This is an optimization exercise on Yosys and OpenROAD, whose aim is small area, not a production implementation.
Function was checked by simulation only, so behaviour that the tests miss may differ from the original.
Power is estimated from default activity; no workload was simulated.

==> flow/run.sh <==
#!/bin/bash
# synth_recipe.tcl (not shown) runs the flow's synth.tcl, then flattens the netlist and writes it again
# the make line also repeats each setting of config.mk as NAME=value (left out here)
make -C /OpenROAD-flow-scripts/flow DESIGN_CONFIG=/design/flow/config.mk WORK_HOME=/design/flow/orfs CLKGATE_MAP_FILE= SYNTH_SCRIPT=/design/flow/synth_recipe.tcl finish
==> flow/config.mk <==
export PLATFORM = sky130hd
export DESIGN_NAME = moldudp64
export DESIGN_NICKNAME = moldudp64
export VERILOG_FILES = /design/flow/design.v
export SDC_FILE = /design/flow/constraint.sdc
export NUM_CORES = 4
export LEC_CHECK = 0
export CAP_MARGIN = 20
export CORE_MARGIN = 2
export CORE_UTILIZATION = 40
export SLEW_MARGIN = 20
==> flow/constraint.sdc <==
create_clock -name core_clock -period 8.0 [get_ports {clk}]
set_input_delay 1.6000 -clock core_clock [delete_from_list [all_inputs] [get_ports {clk}]]
set_output_delay 1.6000 -clock core_clock [all_outputs]
set_load 0.01 [all_outputs]
==> flow/design.v <==
module endian_flip #(
	parameter B = 8 
)(
	input logic  [8*B-1:0] d_i,
	output logic [8*B-1:0] d_o
);
genvar i;
generate
	for( i=0; i < B; i++) begin
		assign d_o[8*i+7:8*i] = d_i[8*(B-i-1)+7:8*(B-i-1)];
	end
endgenerate
endmodule
module header(
	input [63:0]    data_i,
	input           h0_v_i,  
	input           h1_v_i,  
	input           h2_v_i,  
	output logic        sid_p0_v_o, 
	output logic [15:0] sid_p0_o,
	output logic        sid_p1_v_o,	 
	output logic [63:0] sid_p1_o,
	output logic        seq_p0_v_o,
	output logic [15:0] seq_p0_o,
	output logic        seq_p1_v_o,
	output logic [47:0] seq_p1_o,
	output logic        msg_cnt_v_o,
	output logic [15:0] msg_cnt_o 
);
assign sid_p0_v_o = h1_v_i;
endian_flip #(.B(2)) m_ef_sid_p0( 
	.d_i(data_i[15:0]),
	.d_o(sid_p0_o)
);
assign sid_p1_v_o = h0_v_i;
endian_flip #(.B(8)) m_ef_sid_p1( 
	.d_i(data_i),
	.d_o(sid_p1_o)
);
assign seq_p0_v_o = h2_v_i;
endian_flip #(.B(2)) m_ef_seq_p0(
	.d_i(data_i[15:0]),
	.d_o(seq_p0_o)
);
assign seq_p1_v_o = h1_v_i;
endian_flip #(.B(6)) m_ef_seq_p1(
	.d_i(data_i[63:16]),
	.d_o(seq_p1_o)
);
assign msg_cnt_v_o = h2_v_i;
endian_flip #(.B(2)) m_ef_msg_cnt(
	.d_i(data_i[31:16]),
	.d_o(msg_cnt_o)
);
endmodule
module countdown #(
	parameter CNT_W = 14,  
	parameter CNT_B = 14'b10011100010000  
)(
	input clk,
	input nreset,
	input        start_v_i,  
	output logic finished_o
);
reg   [CNT_W-1:0] cnt_q;
logic [CNT_W-1:0] cnt_next;
logic             zero;
assign zero     = ~|cnt_q; 
assign cnt_next = start_v_i ? CNT_B :
					zero ? '0 : cnt_q - {{CNT_W-1{1'b0}}, 1'd1};
always @(posedge clk)
begin
	if (~nreset ) begin
		cnt_q <= CNT_B;
	end else begin
		cnt_q <= cnt_next;
	end
end
assign finished_o = zero;
endmodule
module miss_msg_det #(
	parameter SEQ_NUM_W = 64,
	parameter SID_W     = 80,
	parameter ML_W      = 16,
	parameter SID_GAP_MAX_IDX = SEQ_NUM_W-1	
)(
	input clk,
	input nreset,
	input                 v_i,
	input [SID_W-1:0]     sid_i,
	input [SEQ_NUM_W-1:0] seq_num_i,
	input [ML_W-1:0]      msg_cnt_i,
	input                 eos_i,  
	output logic                 miss_seq_num_v_o,
	output logic [SID_W-1:0]     miss_seq_num_sid_o,
	output logic [SEQ_NUM_W-1:0] miss_seq_num_start_o,	
	output logic [SEQ_NUM_W-1:0] miss_seq_num_cnt_o,
	output logic                 miss_sid_v_o,
	output logic [SID_W-1:0]     miss_sid_start_o,
	output logic [SEQ_NUM_W-1:0] miss_sid_seq_num_start_o,
	output logic [SID_W-1:0]     miss_sid_cnt_o,
	output logic [SEQ_NUM_W-1:0] miss_sid_seq_num_end_o
);
reg   [SID_W-1:0] sid_q;
logic [SID_W-1:0] sid_next;
logic [SID_W-1:0] sid_add;
logic             sid_add_v;
logic             sid_add_overflow;
logic             sid_loop;
logic             sid_lt;
logic             sid_gap_v;
logic [SID_W-1:0] sid_gap;
logic             sid_match;
reg   [SEQ_NUM_W-1:0] seq_q;
logic [SEQ_NUM_W-1:0] seq_next;
logic [SEQ_NUM_W-1:0] seq_add;
logic                 seq_add_overflow;
logic                 seq_add_v;
logic                 seq_gap_v;
logic [SEQ_NUM_W-1:0] seq_gap;
logic [SEQ_NUM_W-1:0] seq_gap_add;
logic                 seq_gap_add_overflow;
logic                 seq_lt;  
logic [ML_W:0] msg_cnt_add_one;
assign { sid_add_overflow, sid_add } = sid_q + { {SID_W-1{1'b0}}, 1'b1};
assign sid_add_v = eos_i;
assign sid_gap   = sid_i - sid_q;
assign sid_gap_v = ~(|sid_gap[SID_W-1:SID_GAP_MAX_IDX]);  
assign sid_lt    = sid_gap_v & ( sid_q < sid_i );
assign sid_next  = sid_add_v ? sid_add : 
				   sid_lt ? sid_i : sid_q;
always @(posedge clk) begin
	if ( ~nreset ) begin
		sid_q <= {SID_W{1'b0}};
	end else if ( v_i ) begin
		sid_q <= sid_next;
	end
end
assign miss_sid_v_o     = sid_lt & v_i;
assign miss_sid_start_o = sid_q;
assign miss_sid_cnt_o   = sid_gap;
assign miss_sid_seq_num_start_o = seq_q;
assign miss_sid_seq_num_end_o   = seq_num_i;
assign msg_cnt_add_one = msg_cnt_i + {{ML_W-1{1'b0}}, 1'b1}; 
assign { seq_add_overflow,     seq_add     } = seq_q     + { {SEQ_NUM_W-ML_W-1{1'b0}}, msg_cnt_add_one };
assign { seq_gap_add_overflow, seq_gap_add } = seq_num_i + { {SEQ_NUM_W-ML_W-1{1'b0}}, msg_cnt_add_one }; 
assign sid_match = sid_q == sid_i;
assign seq_gap   = seq_num_i - seq_q;
assign seq_lt    = seq_q < seq_num_i;
assign seq_gap_v = seq_lt & v_i;  
assign seq_next = eos_i ? '0 : seq_gap_v ? seq_gap_add : seq_add;
always @(posedge clk) begin
	if ( ~nreset ) begin
		seq_q <= '0;
	end else if( v_i ) begin
		seq_q <= seq_next;
	end
end
assign miss_seq_num_v_o     = seq_gap_v & sid_match;
assign miss_seq_num_sid_o   = sid_q;
assign miss_seq_num_start_o = seq_q;
assign miss_seq_num_cnt_o   = seq_gap; 
endmodule
module dispatch #(
	parameter AXI_DATA_W = 64,
	parameter AXI_KEEP_W = (AXI_DATA_W/8),
	parameter KEEP_LW    = 3, 
	parameter LEN_W      = 16, 
	parameter OV_DATA_W  = 64-LEN_W, 
	parameter OV_KEEP_W  = (OV_DATA_W/8), 
	parameter OV_KEEP_LW = 3, 
	parameter HEADER_DATA_OFF = 6
)(
	input clk,
	input nreset,
	input                  valid_i,
	input [AXI_DATA_W-1:0] data_i,
	input [AXI_KEEP_W-1:0] keep_i,
	input                  init_v_i,
	input                  last_i,
	output                 msg_end_v_o,
	output                  valid_o,
	output                  start_o,
	output [AXI_DATA_W-1:0] data_o,
	output [KEEP_LW-1:0]    len_o,
	output                  ov_valid_o,
	output [OV_DATA_W-1:0]  ov_data_o,
	output [OV_KEEP_LW-1:0] ov_len_o
);
localparam SEL_DATA_SHIFT_MAX = LEN_W/8;
localparam HEADER_DATA_LEN    = AXI_KEEP_W - HEADER_DATA_OFF; 
logic fsm_invalid_next;
logic fsm_msg_next;
logic fsm_len_align_next;
logic fsm_len_split_next;
reg   fsm_invalid_q;
reg   fsm_msg_q;
reg   fsm_len_align_q;
reg   fsm_len_split_q;
logic               sel_msg_end;
logic [LEN_W-1:0]   sel_msg_len_q;
logic [LEN_W-1:0]   sel_msg_len_dec;
logic [LEN_W-1:0]   sel_msg_len_next;
logic [KEEP_LW-1:0] data_len;
assign data_len = sel_msg_end ? sel_msg_len_q : 
				( valid_i & init_v_i )? HEADER_DATA_LEN :  AXI_KEEP_W; 
assign sel_msg_end = ~|sel_msg_len_q[LEN_W-1:KEEP_LW] & ( sel_msg_len_q[KEEP_LW-1:0] <= AXI_KEEP_W ) & ~init_v_i;
assign sel_msg_len_dec = sel_msg_len_q - data_len;
logic               pload_overlap_v;
logic [KEEP_LW-1:0] pload_overlap_len;
logic [KEEP_LW-1:0] msg_overlap_len;
logic [KEEP_LW-1:0] sel_len_inc2;
logic               sel_len_inc2_overflow;
logic               msg_len_split;
logic               msg_len_align;
logic               msg_len_align_end;
logic               msg_len_inner;
assign pload_overlap_v   = valid_i & msg_len_inner & sel_msg_end & ~fsm_len_align_q & ~(msg_len_split|fsm_len_split_q);
assign pload_overlap_len = data_len - sel_msg_len_q[KEEP_LW-1:0];
assign { sel_len_inc2_overflow , sel_len_inc2 } = sel_msg_len_q[KEEP_LW-1:0] + 'd2;
assign msg_overlap_len   = AXI_KEEP_W - sel_len_inc2;
assign msg_len_split = sel_msg_len_q == 'd7;  
assign msg_len_align = sel_msg_len_q == 'd8;  
assign msg_len_inner =( AXI_KEEP_W > sel_msg_len_q[KEEP_LW-1:0] ) & ~msg_len_align_end;  
assign msg_len_align_end = ( AXI_KEEP_W == sel_len_inc2 ) & ~sel_len_inc2_overflow;  
logic               init_len_v;
logic [LEN_W-1:0]   init_len;
logic [LEN_W-1:0]   init_overlap_len;
logic [LEN_W-1:0]   header_msg_len;
logic [7:0]         init_len_p1;
logic [7:0]         init_len_split_half_next;
logic [7:0]         init_len_split_half_q;
logic [7:0]         init_len_p0;
assign init_len_v = valid_i & ( sel_msg_end | init_v_i | fsm_len_split_q );
assign init_len   = {LEN_W{init_v_i}}  & ( { data_i[39:32] , data_i[47:40] } - 'd2 )
				  | {LEN_W{fsm_msg_q & msg_len_align_end}} & { data_i[55:48], data_i[63:56] }
				  | {LEN_W{fsm_msg_q & pload_overlap_v  }} & init_overlap_len
				  | {LEN_W{fsm_len_align_q }} & ({ data_i[7:0], data_i[15:8] } -'d6)
				  | {LEN_W{fsm_len_split_q }} & ({ init_len_split_half_q, data_i[7:0]} - 'd7);
assign init_overlap_len = { init_len_p1, init_len_p0 } -{ {LEN_W-KEEP_LW{1'b0}} , {KEEP_LW{pload_overlap_v}} &  msg_overlap_len };
assign sel_msg_len_next = init_len_v ? init_len : 
						 sel_msg_end ? 'd0 : ( sel_msg_len_q - 'd8 );
always @(posedge clk) begin
	if ( ~nreset ) begin
		sel_msg_len_q <= '0;
	end else begin
		sel_msg_len_q <= sel_msg_len_next;
	end
end
logic [KEEP_LW-1:0] len_shift;
logic [LEN_W-1:0]  len_shifted_arr[AXI_KEEP_W-2:1];
logic [LEN_W-1:0]  len_shifted;
assign len_shift = sel_msg_len_q[KEEP_LW-1:0];
genvar s;
generate
for ( s = 1; s < AXI_KEEP_W-1; s++ ) begin
	assign len_shifted_arr[s] = data_i[s*8 + LEN_W-1: s*8];
end
endgenerate
always_comb begin
	len_shifted = '0;
	for(int i=1; i< AXI_KEEP_W-1; i++) begin
		if( len_shift == i ) len_shifted = len_shifted_arr[i]; 
	end
end
assign init_len_p0 = len_shifted[15:8];
assign init_len_p1 = len_shifted[7:0];
assign init_len_split_half_next = data_i[AXI_DATA_W-1:AXI_DATA_W-8];
always @(posedge clk) begin
	init_len_split_half_q <= init_len_split_half_next;
end
logic [KEEP_LW-1:0]    sel_data_len;
logic [KEEP_LW-1:0]    sel_data_len_start;
logic [KEEP_LW-1:0]    ov_data_len;
assign sel_data_len_start = {KEEP_LW{fsm_len_split_q}} & 'd7
					      | {KEEP_LW{fsm_len_align_q}} & 'd6
					      | {KEEP_LW{fsm_msg_q}} & AXI_KEEP_W
					      | {KEEP_LW{valid_i & init_v_i}} & 'd2;  
assign sel_data_len = ( fsm_msg_q & sel_msg_end) ? sel_msg_len_q : sel_data_len_start;
assign ov_data_len = msg_overlap_len;
logic [KEEP_LW-1:0]    sel_data_shift;
logic [KEEP_LW-1:0]    ov_data_shift;
logic [AXI_DATA_W-1:0] sel_data_shifted; 
logic [AXI_DATA_W-1:0] ov_data_shifted; 
logic [AXI_DATA_W-1:0] data_shifted_arr[AXI_KEEP_W-1:0]; 
assign sel_data_shift = {KEEP_LW{fsm_len_split_q}} & 'd1
					  | {KEEP_LW{fsm_len_align_q}} & 'd2
					  | {KEEP_LW{valid_i & init_v_i}} & HEADER_DATA_OFF; 
assign ov_data_shift = sel_len_inc2;
generate
for ( s = 0; s < AXI_KEEP_W; s++ ) begin
	assign data_shifted_arr[s] = data_i >> (8*s);
end
endgenerate
always_comb begin
	sel_data_shifted = '0;
	ov_data_shifted  = '0;
	for(int i=0; i<=SEL_DATA_SHIFT_MAX ; i++) begin
		if( sel_data_shift == i ) sel_data_shifted = data_shifted_arr[i];
	end 
	if ( sel_data_shift == HEADER_DATA_OFF ) sel_data_shifted = data_shifted_arr[HEADER_DATA_OFF];
	for(int i=0; i< AXI_KEEP_W; i++) begin
		if( ov_data_shift == i ) ov_data_shifted = data_shifted_arr[i]; 
	end
end
logic sel_valid;
logic ov_valid;
assign sel_valid = ( ~fsm_invalid_q | init_v_i ) & valid_i; 
assign ov_valid = ~fsm_invalid_q & pload_overlap_v & valid_i & ~last_i;
logic sel_data_start;
reg   msg_len_align_end_q;
logic msg_len_align_end_next;
assign msg_len_align_end_next = msg_len_align_end & sel_msg_end & fsm_msg_q;
always @(posedge clk) begin
	msg_len_align_end_q	 <= msg_len_align_end_next;
end
assign sel_data_start = (fsm_len_split_q | fsm_len_align_q | msg_len_align_end_q | init_v_i) & ~last_i;
assign valid_o    = sel_valid;
assign ov_valid_o = ov_valid;
assign start_o    = sel_data_start;
assign data_o     = sel_data_shifted;
assign ov_data_o  = ov_data_shifted;
assign len_o      = sel_data_len;
assign ov_len_o   = ov_data_len;
assign msg_end_v_o = ( sel_msg_end & ~(fsm_len_split_q|fsm_len_align_q) ) & valid_i;
assign fsm_invalid_next = fsm_invalid_q & ~(valid_i& init_v_i) 
						| valid_i & last_i;
assign fsm_msg_next = (( valid_i & init_v_i )  
				    | fsm_len_align_q 
					| fsm_len_split_q
					| fsm_msg_q & ~( fsm_len_split_next | fsm_len_align_next | last_i)
					) & ~( valid_i & last_i );
assign fsm_len_align_next = fsm_msg_q & sel_msg_end & msg_len_align; 
assign fsm_len_split_next = fsm_msg_q & sel_msg_end & msg_len_split; 
always @(posedge clk) begin
	if ( ~nreset ) begin
		fsm_invalid_q   <= 1'b1;
		fsm_msg_q       <= 1'b0;
		fsm_len_align_q <= 1'b0;
		fsm_len_split_q <= 1'b0;
	end else begin
		fsm_invalid_q   <= fsm_invalid_next;
		fsm_msg_q       <= fsm_msg_next;
		fsm_len_align_q <= fsm_len_align_next;
		fsm_len_split_q <= fsm_len_split_next;
	end
end
endmodule
module moldudp64 #(
	parameter AXI_DATA_W  = 64,
	parameter AXI_KEEP_W  = 8,
	parameter SID_W       = 80,
	parameter SEQ_NUM_W   = 64,
	parameter ML_W        = 16,  
	parameter EOS_MSG_CNT = {ML_W{1'b1}}, 
	parameter OV_DATA_W  = 64-ML_W, 
	parameter OV_KEEP_W  = (OV_DATA_W/8), 
	parameter OV_KEEP_LW = 3  
)(
	input clk,
	input nreset,
	input                  udp_axis_tvalid_i,
	input [AXI_KEEP_W-1:0] udp_axis_tkeep_i,
	input [AXI_DATA_W-1:0] udp_axis_tdata_i,
	input                  udp_axis_tlast_i,
	input                  udp_axis_tuser_i,
	output                 udp_axis_tready_o,
	output logic                 miss_seq_num_v_o,
	output logic [SID_W-1:0]     miss_seq_num_sid_o,
	output logic [SEQ_NUM_W-1:0] miss_seq_num_start_o,	
	output logic [SEQ_NUM_W-1:0] miss_seq_num_cnt_o,
	output logic                 miss_sid_v_o,
	output logic [SID_W-1:0]     miss_sid_start_o,
	output logic [SEQ_NUM_W-1:0] miss_sid_seq_num_start_o,
	output logic [SID_W-1:0]     miss_sid_cnt_o,
	output logic [SEQ_NUM_W-1:0] miss_sid_seq_num_end_o,	
	output logic            flatlined_v_o,
	output [SID_W-1:0]      mold_msg_sid_o,
	output [SEQ_NUM_W-1:0]  mold_msg_seq_num_o,
	output                   mold_msg_v_o,
	output                   mold_msg_start_o,  
	output [AXI_KEEP_LW-1:0] mold_msg_len_o,
	output [AXI_DATA_W-1:0]  mold_msg_data_o, 
	output                   mold_msg_ov_v_o,
	output [OV_KEEP_LW-1:0]  mold_msg_ov_len_o,
	output [OV_DATA_W-1:0]   mold_msg_ov_data_o
);
localparam AXI_MSG_L   = $clog2( AXI_DATA_W / 8 );
localparam AXI_KEEP_LW = $clog2( AXI_KEEP_W ) + 1;
localparam DFF_DATA_W  = AXI_DATA_W - 8;  
localparam DFF_DATA_LW = $clog2( DFF_DATA_W );  
localparam DATA_DIF_W  = AXI_DATA_W - DFF_DATA_W;  
reg   [SID_W-1:0]     sid_q;
logic [SID_W-1:0]     sid_next;
reg   [SEQ_NUM_W-1:0] seq;
reg   [SEQ_NUM_W-1:0] seq_q;
logic [SEQ_NUM_W-1:0] seq_next;
logic [SEQ_NUM_W-1:0] seq_add;
logic                 seq_add_overflow;
logic                 seq_msb_en;
logic                 seq_lsb_en;
logic                 seq_en;
logic        init_sid_p0_v; 
logic [15:0] init_sid_p0;
logic        init_sid_p1_v;
logic [63:0] init_sid_p1;
logic        init_seq_num_p0_v;
logic [15:0] init_seq_num_p0;
logic        init_seq_num_p1_v;
logic [47:0] init_seq_num_p1;
logic            msg_end_v;
logic            pkt_end_v;
reg   [ML_W-1:0] msg_cnt_q;
logic [ML_W-1:0] msg_cnt_next;
logic            msg_cnt_dec_v;
logic [ML_W-1:0] msg_cnt_dec;
logic            init_msg_cnt_v;
logic [ML_W-1:0] init_msg_cnt;
logic            init_eos; 
logic            cnt_en;
logic            cnt_end;
logic            cnt_end_next;
reg   fsm_invalid_q;
logic fsm_invalid_next;
logic h0_v;
reg   fsm_h1_q;
reg   fsm_h2_q;
logic fsm_h1_next;
logic fsm_h2_next;
reg   fsm_msg_q;
logic fsm_msg_next;
header m_header(
	.data_i(udp_axis_tdata_i),
	.h0_v_i(h0_v),
	.h1_v_i(fsm_h1_q),
	.h2_v_i(fsm_h2_q),
	.sid_p0_v_o(init_sid_p0_v), 
	.sid_p0_o  (init_sid_p0),
	.sid_p1_v_o(init_sid_p1_v),
	.sid_p1_o  (init_sid_p1),
	.seq_p0_v_o(init_seq_num_p0_v),
	.seq_p0_o  (init_seq_num_p0),
	.seq_p1_v_o(init_seq_num_p1_v),
	.seq_p1_o  (init_seq_num_p1),
	.msg_cnt_v_o(init_msg_cnt_v),
	.msg_cnt_o  (init_msg_cnt)
);
always @(posedge clk) begin
	if( init_sid_p0_v )
		sid_q[15:0] <= init_sid_p0;
	if( init_sid_p1_v ) 
		sid_q[79:16] <= init_sid_p1;
end
assign { seq_add_overflow, seq_add } = seq_q + {{SEQ_NUM_W-1{1'b0}}, 1'b1};
assign seq_next[15:0]  = init_seq_num_p0_v ? init_seq_num_p0 : seq_add[15:0];
assign seq_next[63:16] = init_seq_num_p1_v ? init_seq_num_p1 : seq_add[63:16];
assign seq = { seq_q[63:16] , init_seq_num_p0_v? init_seq_num_p0 : seq_q[15:0] }; 
assign seq_en     = msg_end_v;
assign seq_msb_en = seq_en | init_seq_num_p1_v;
assign seq_lsb_en = seq_en | init_seq_num_p0_v;
always @(posedge clk) begin
	if( seq_lsb_en )
		seq_q[15:0] <= seq_next[15:0];
	if( seq_msb_en ) 
		seq_q[63:16] <= seq_next[63:16];
end
assign msg_cnt_dec   = msg_cnt_q - { {ML_W-1{1'b0}}, 1'b1 };
assign msg_cnt_dec_v = msg_end_v & ~cnt_end;
assign msg_cnt_next = init_msg_cnt_v ? init_msg_cnt :
					  msg_cnt_dec_v  ? msg_cnt_dec : msg_cnt_q;
assign cnt_end_next = ~|msg_cnt_next;
assign cnt_end = ~|msg_cnt_q;
assign cnt_en = init_msg_cnt_v | msg_end_v;
always @(posedge clk) begin
	if ( ~nreset ) begin
		msg_cnt_q <= '0;
	end else if ( cnt_en ) begin
		msg_cnt_q <= msg_cnt_next;	
	end
end
assign init_eos = init_msg_cnt == EOS_MSG_CNT;
miss_msg_det #(
	.SEQ_NUM_W(SEQ_NUM_W),
	.SID_W(SID_W),
	.ML_W(ML_W)
) m_miss_det(
	.clk(clk),
	.nreset(nreset),
	.v_i      (fsm_h2_q                      ),
	.sid_i    (sid_q                         ),
	.seq_num_i({seq_q[63:16], init_seq_num_p0}),
	.msg_cnt_i(init_msg_cnt                  ),
	.eos_i    (init_eos                      ),  
	.miss_seq_num_v_o    (miss_seq_num_v_o    ),
	.miss_seq_num_sid_o  (miss_seq_num_sid_o  ),
	.miss_seq_num_start_o(miss_seq_num_start_o),	
	.miss_seq_num_cnt_o  (miss_seq_num_cnt_o  ),
	.miss_sid_v_o            (miss_sid_v_o            ),
	.miss_sid_start_o        (miss_sid_start_o        ),
	.miss_sid_seq_num_start_o(miss_sid_seq_num_start_o),
	.miss_sid_cnt_o          (miss_sid_cnt_o          ),
	.miss_sid_seq_num_end_o  (miss_sid_seq_num_end_o  )
);
	countdown #() m_cntdwn(
		.clk(clk),
		.nreset(nreset),
		.start_v_i (h0_v     ),
		.finished_o(flatlined_v_o)
	);
dispatch #(
	.AXI_DATA_W(AXI_DATA_W),
	.AXI_KEEP_W(AXI_KEEP_W),
	.KEEP_LW(AXI_KEEP_LW),
	.LEN_W(ML_W),
	.OV_DATA_W(OV_DATA_W), 
	.OV_KEEP_W(OV_KEEP_W),
	.OV_KEEP_LW(OV_KEEP_LW),
	.HEADER_DATA_OFF(6)
) m_mold_data_dispatch(
	.clk(clk),
	.nreset(nreset),
	.valid_i(udp_axis_tvalid_i),
	.data_i(udp_axis_tdata_i),
	.keep_i(udp_axis_tkeep_i),
	.init_v_i(fsm_h2_q),
	.last_i(udp_axis_tlast_i),
	.msg_end_v_o(msg_end_v),
	.valid_o(mold_msg_v_o),
	.start_o(mold_msg_start_o),
	.data_o(mold_msg_data_o),
	.len_o(mold_msg_len_o),
	.ov_valid_o(mold_msg_ov_v_o),
	.ov_data_o (mold_msg_ov_data_o),
	.ov_len_o  (mold_msg_ov_len_o)
);
logic tlast_q;
always @(posedge clk) begin
	if ( ~nreset ) begin
		tlast_q <= 1'b0;
	end else begin
		tlast_q <= udp_axis_tlast_i;
	end
end
assign fsm_invalid_next = udp_axis_tvalid_i
						& ( udp_axis_tlast_i | ( cnt_end & ~(h0_v | fsm_h1_q | fsm_h2_q) ))
						| ( fsm_invalid_q & ~udp_axis_tvalid_i);
assign h0_v            = udp_axis_tvalid_i & ( fsm_invalid_q | tlast_q ) ;
assign fsm_h1_next  = h0_v;
assign fsm_h2_next  = fsm_h1_q & udp_axis_tvalid_i;
assign fsm_msg_next = fsm_h2_q 
                    | fsm_msg_q & ~(cnt_end | udp_axis_tlast_i); 
always @(posedge clk) begin
	if ( ~nreset ) begin
		fsm_invalid_q <= 1'b1;
		fsm_h1_q      <= 1'b0;
		fsm_h2_q      <= 1'b0;
		fsm_msg_q     <= 1'b0;
	end else begin
		fsm_invalid_q <=fsm_invalid_next;
		fsm_h1_q      <=fsm_h1_next;
		fsm_h2_q      <=fsm_h2_next;
		fsm_msg_q     <=fsm_msg_next;
	end
end
assign udp_axis_tready_o  = 1'b1;  
assign mold_msg_sid_o     = sid_q;
assign mold_msg_seq_num_o = seq;
endmodule
==> run notes <==
Avg WL per Cell -> 28.81 µm
H-Tree Level Count -> 2
Worst r2r path cells -> 31
Seq/Total Area, Yosys -> 22.44%
Setup violators final -> 0
Combinational fraction of design power -> 50.4%
Post-synth top area share -> 11.46%
GR Layer Usage met2 -> 63.20%
Share of layout cells above drive strength 1 -> 7.294%
Startpoint Class -> input pin
Crit Path Class -> in2out
Hold Vio Cnt, Final -> 0
Syn. warnings -> 7
Max Fclk -> 0.1296 GHz
Worst skew pair latency -> 0.62 ns
Hold path startpoint -> m_cntdwn.cnt_q[0]
Setup slack, reg-to-reg -> 1.19 ns
Min cycle time layout -> 7.718 ns
Final period util -> 96.47%
Seq cells post-synth -> 351
First-pass GRT wire length -> 288400 µm
Power density over cell area -> 195.9 mW/mm²
CP max FO -> 6
Pint -> 5.562 mW
First-pass DRT Iterations -> 11
RR Startpoint -> m_miss_det.seq_q[0]
Hold path depth -> 1
Met1 Use GR -> 49.94%
Number of global-route vias before repair -> 41120
Type of the most critical hold path -> reg2reg
HPWL after DPL -> 152500 µm
Post-synth top area cell -> edfxtp_1
M3 GR Usage -> 8.358%
Switching Power -> 3.801 mW
GRT Total Usage -> 39.47%
CTS tree -> built
Worst hold endpoint -> m_cntdwn.cnt_q[0]
Port bufs -> 832
Setup Skew -> 0.03043 ns
Placer Congestion -> 1.037
Fraction of registers with async set/reset -> 0%
Clk pin slew, worst setup/hold paths -> 0.06 ns
Total gr overflow -> 0
Layout area overhead -> 26.65%
Initial Util -> 40.37%
# Max-Cap Violations -> 0
CP Data Required Time -> 6.40 ns
DIE AREA -> 0.09682 mm²
Clock share of power -> 24.4%
Area contributors post-synth -> edfxtp_1 (11%), dfxtp_1 (11%), ha_1 (6.0%)
Pin count of the biggest net entering global routing -> 97
Power Total -> 9.363 mW
CTS root buf -> clkbuf_16
Total number of vias -> 44410
CTS sink count -> 351
Avg Synthesized Cell Area -> 7.252 µm²
CTS Hold Bufs -> 0
Most frequent cell after synthesis -> nand2_1
Post-Syn Area -> 0.03774 mm²
Worst EP arrival -> 6.12 ns
Slew @ Worst Pin -> 1.135 ns
Io pins -> 843
Max_slew headroom -> 23.73%
Pre-CTS setup slack -> -0.3842 ns
Final Non-Filler Cells -> 6990
Setup TNS -> 0 ns
Row count -> 112
Total CTS buffers -> 46
FILL cells -> 9306
Final slew viol count -> 0
Initial antenna violation count -> 11
Routed wire length -> 201400 µm
Core Box Area -> 0.09347 mm²
Reg2reg end -> m_miss_det.seq_q[58]
Ys flop type -> dfxtp_1
Critical Path End Type -> output port
Detail Route Antenna Nets -> 0
Peak supply drop -> 177.9 µV
Synthesized instance count -> 5204
Die width -> 311.2 µm
Height of the die -> 311.2 µm
LEAKAGE -> 16.72 nW
Drt drc -> 0
Post-synth EDFFs -> 144
Outcome -> no timing/DRC/antenna violations
Sw frac -> 40.59%
Setup WS post-layout -> 0.2824 ns
Initial DRC count -> 4845
Commonest cells post-synth -> nand2_1 (540), a21oi_1 (422), o21ai_0 (389), nor2_1 (379), clkbuf_1 (302)
DR vias/cell -> 6.353
Reg power frac -> 25.2%
Grt peak-use layer -> met2
Util after Layout -> 51.13%
Clock Tree Buf Depth -> 3
Library cells used by synthesis -> 96
Post-placement cell count -> 6898
Final #Nets -> 5957
Post-Syn Nets -> 5467
[power groups by stage]
stage	clock, mW	combinational, mW	sequential (mW)
6_report	2.29	4.72	2.36
5_1_grt	2.37	5.02	2.37
4_1_cts	2.30	4.66	2.35
3_5_place_dp	0	4.62	2.38
3_3_place_gp	0	4.62	2.38
2_1_floorplan	0	2.61	2.32
[registers in the layout, indices dropped and copies added, names as in the netlist, named ones only]
name                                        flops
fsm_h1_q                                        1
fsm_h2_q                                        1
m_cntdwn.cnt_q                                 14
m_miss_det.seq_q                               64
m_miss_det.sid_q                               80
m_mold_data_dispatch.fsm_invalid_q              1
m_mold_data_dispatch.fsm_len_align_q            1
m_mold_data_dispatch.fsm_len_split_q            1
m_mold_data_dispatch.fsm_msg_q                  1
m_mold_data_dispatch.init_len_split_half_q      8
m_mold_data_dispatch.msg_len_align_end_q        1
m_mold_data_dispatch.sel_msg_len_q             16
msg_cnt_q                                      16
seq_q                                          64
sid_q                                          80
tlast_q                                         1
[layer usage]
metal,part of all wire (%),routed length [µm]
met1,39,78620
met4,5.9,11940
met3,10,20740
met2,45,90010
met5,0.024,48
[kinds of logic (layout without fill, tap and decap cells)]
group,Yosys count,count (layout),synth area share [%]
buf+inv,864,1391,11.30
simple gates,1826,1826,23.51
mux,40,40,1.074
xor+xnor,323,323,7.496
other cells,1,6,0.009937
flops,351,351,22.44
fa+ha+maj,186,186,6.246
compound gates,1613,1613,27.92
[how the worst max path moves through the flow]
stage,startpoint,end,cells after the start
2_1_floorplan,udp_axis_tdata_i[8],m_miss_det.seq_q[32],31
3_3_place_gp,udp_axis_tdata_i[8],m_miss_det.seq_q[58],33
3_5_place_dp,udp_axis_tdata_i[8],m_miss_det.seq_q[58],33
4_1_cts,udp_axis_tdata_i[9],miss_seq_num_cnt_o[63],18
5_1_grt,udp_axis_tdata_i[9],m_miss_det.seq_q[62],33
6_report,udp_axis_tdata_i[0],miss_seq_num_cnt_o[57],17
[through the flow]
stage	cell area [µm²]	hold WS [ns]
final	47790	0.4625
after global routing	47780	0.4772
after CTS	47730	0.4648
after detailed placement	46140	0.4536
after global placement	46120	0.4435
after floorplan	37740	0.4263
[timing repair]
action / 4_1_cts / 5_1_grt
endpoints found under the setup margin: 0 / 33
setup buffers: 0 / 2
gates resized for setup: 0 / 10
[cell type report]
type | count | area (µm²) | area share (%)
clock inverter | 27 | 350.3 | 0.7330
antenna | 5 | 12.51 | 0.02618
sequential | 351 | 8481 | 17.74
clock buffer | 58 | 1247 | 2.610
tap | 1254 | 1569 | 3.283
multi-input combinational | 3989 | 25110 | 52.55
timing repair buffer | 1068 | 10130 | 21.19
inverter | 238 | 894.6 | 1.872
[placed cells by master, fill, tap and decap left out, types with 35 or more instances in the layout]
| cell | instances |
|---|---|
| nand2_1 | 539 |
| xor2_1 | 140 |
| edfxtp_1 | 144 |
| xnor2_1 | 183 |
| a22oi_1 | 49 |
| nor3_1 | 161 |
| nor2_1 | 374 |
| buf_4 | 233 |
| a21o_1 | 80 |
| a221o_1 | 35 |
| ha_1 | 182 |
| inv_1 | 235 |
| o211ai_1 | 59 |
| a31oi_1 | 47 |
| nand3_1 | 195 |
| a21oi_1 | 419 |
| a221oi_1 | 50 |
| clkbuf_16 | 47 |
| nand4_1 | 126 |
| and3_1 | 66 |
| dfxtp_1 | 203 |
| and2_1 | 46 |
| nor4_1 | 57 |
| mux2i_1 | 36 |
| a211oi_1 | 91 |
| nor2b_1 | 54 |
| clkdlybuf4s50_1 | 827 |
| o21ai_0 | 387 |
| o21a_1 | 38 |
| o22ai_1 | 51 |
| or3_1 | 47 |
| nand2b_1 | 37 |
[worst max-delay path, stage by stage]
cell and delay [ns]:
clkdlybuf4s50_1 0.46, buf_4 0.21, ha_1 0.34, a211oi_1 0.29, nor2_1 0.10, nor4_1 0.35
o31ai_1 0.13, a21oi_1 0.28, o22ai_2 0.20, a211oi_1 0.38, o31ai_1 0.18, o21ai_0 0.21
buf_4 0.16, a21oi_1 0.13, or4_1 0.43, nand4_1 0.10, clkdlybuf4s50_1 0.54

-- re-timing with driven ports --
No port has a modelled driver above. Below, the same layout with a new extraction and two added sets of constraints. Step 1 assumes that a clkbuf_16 drives the clock port and a buf_2 every other input. Step 2 times the ports against the registers' clock, not the clock port: input delays grow and output delays shrink by t, the midpoint of the rising clock arrivals with the driver on. Slacks: ideal ports / drivers / drivers and shift; pairs: ideal ports / drivers.
t (ns): 0.682
setup slack, ns: 0.282 / 0.254 / -0.163
worst data-port slew with drivers (ns): 0.14
cell pins on the clock port's net: 1
Met with ideal ports but missed after step 2: setup timing in this run. The setup slack of this run moves by -0.028 ns with the drivers and by -0.445 ns with both steps.
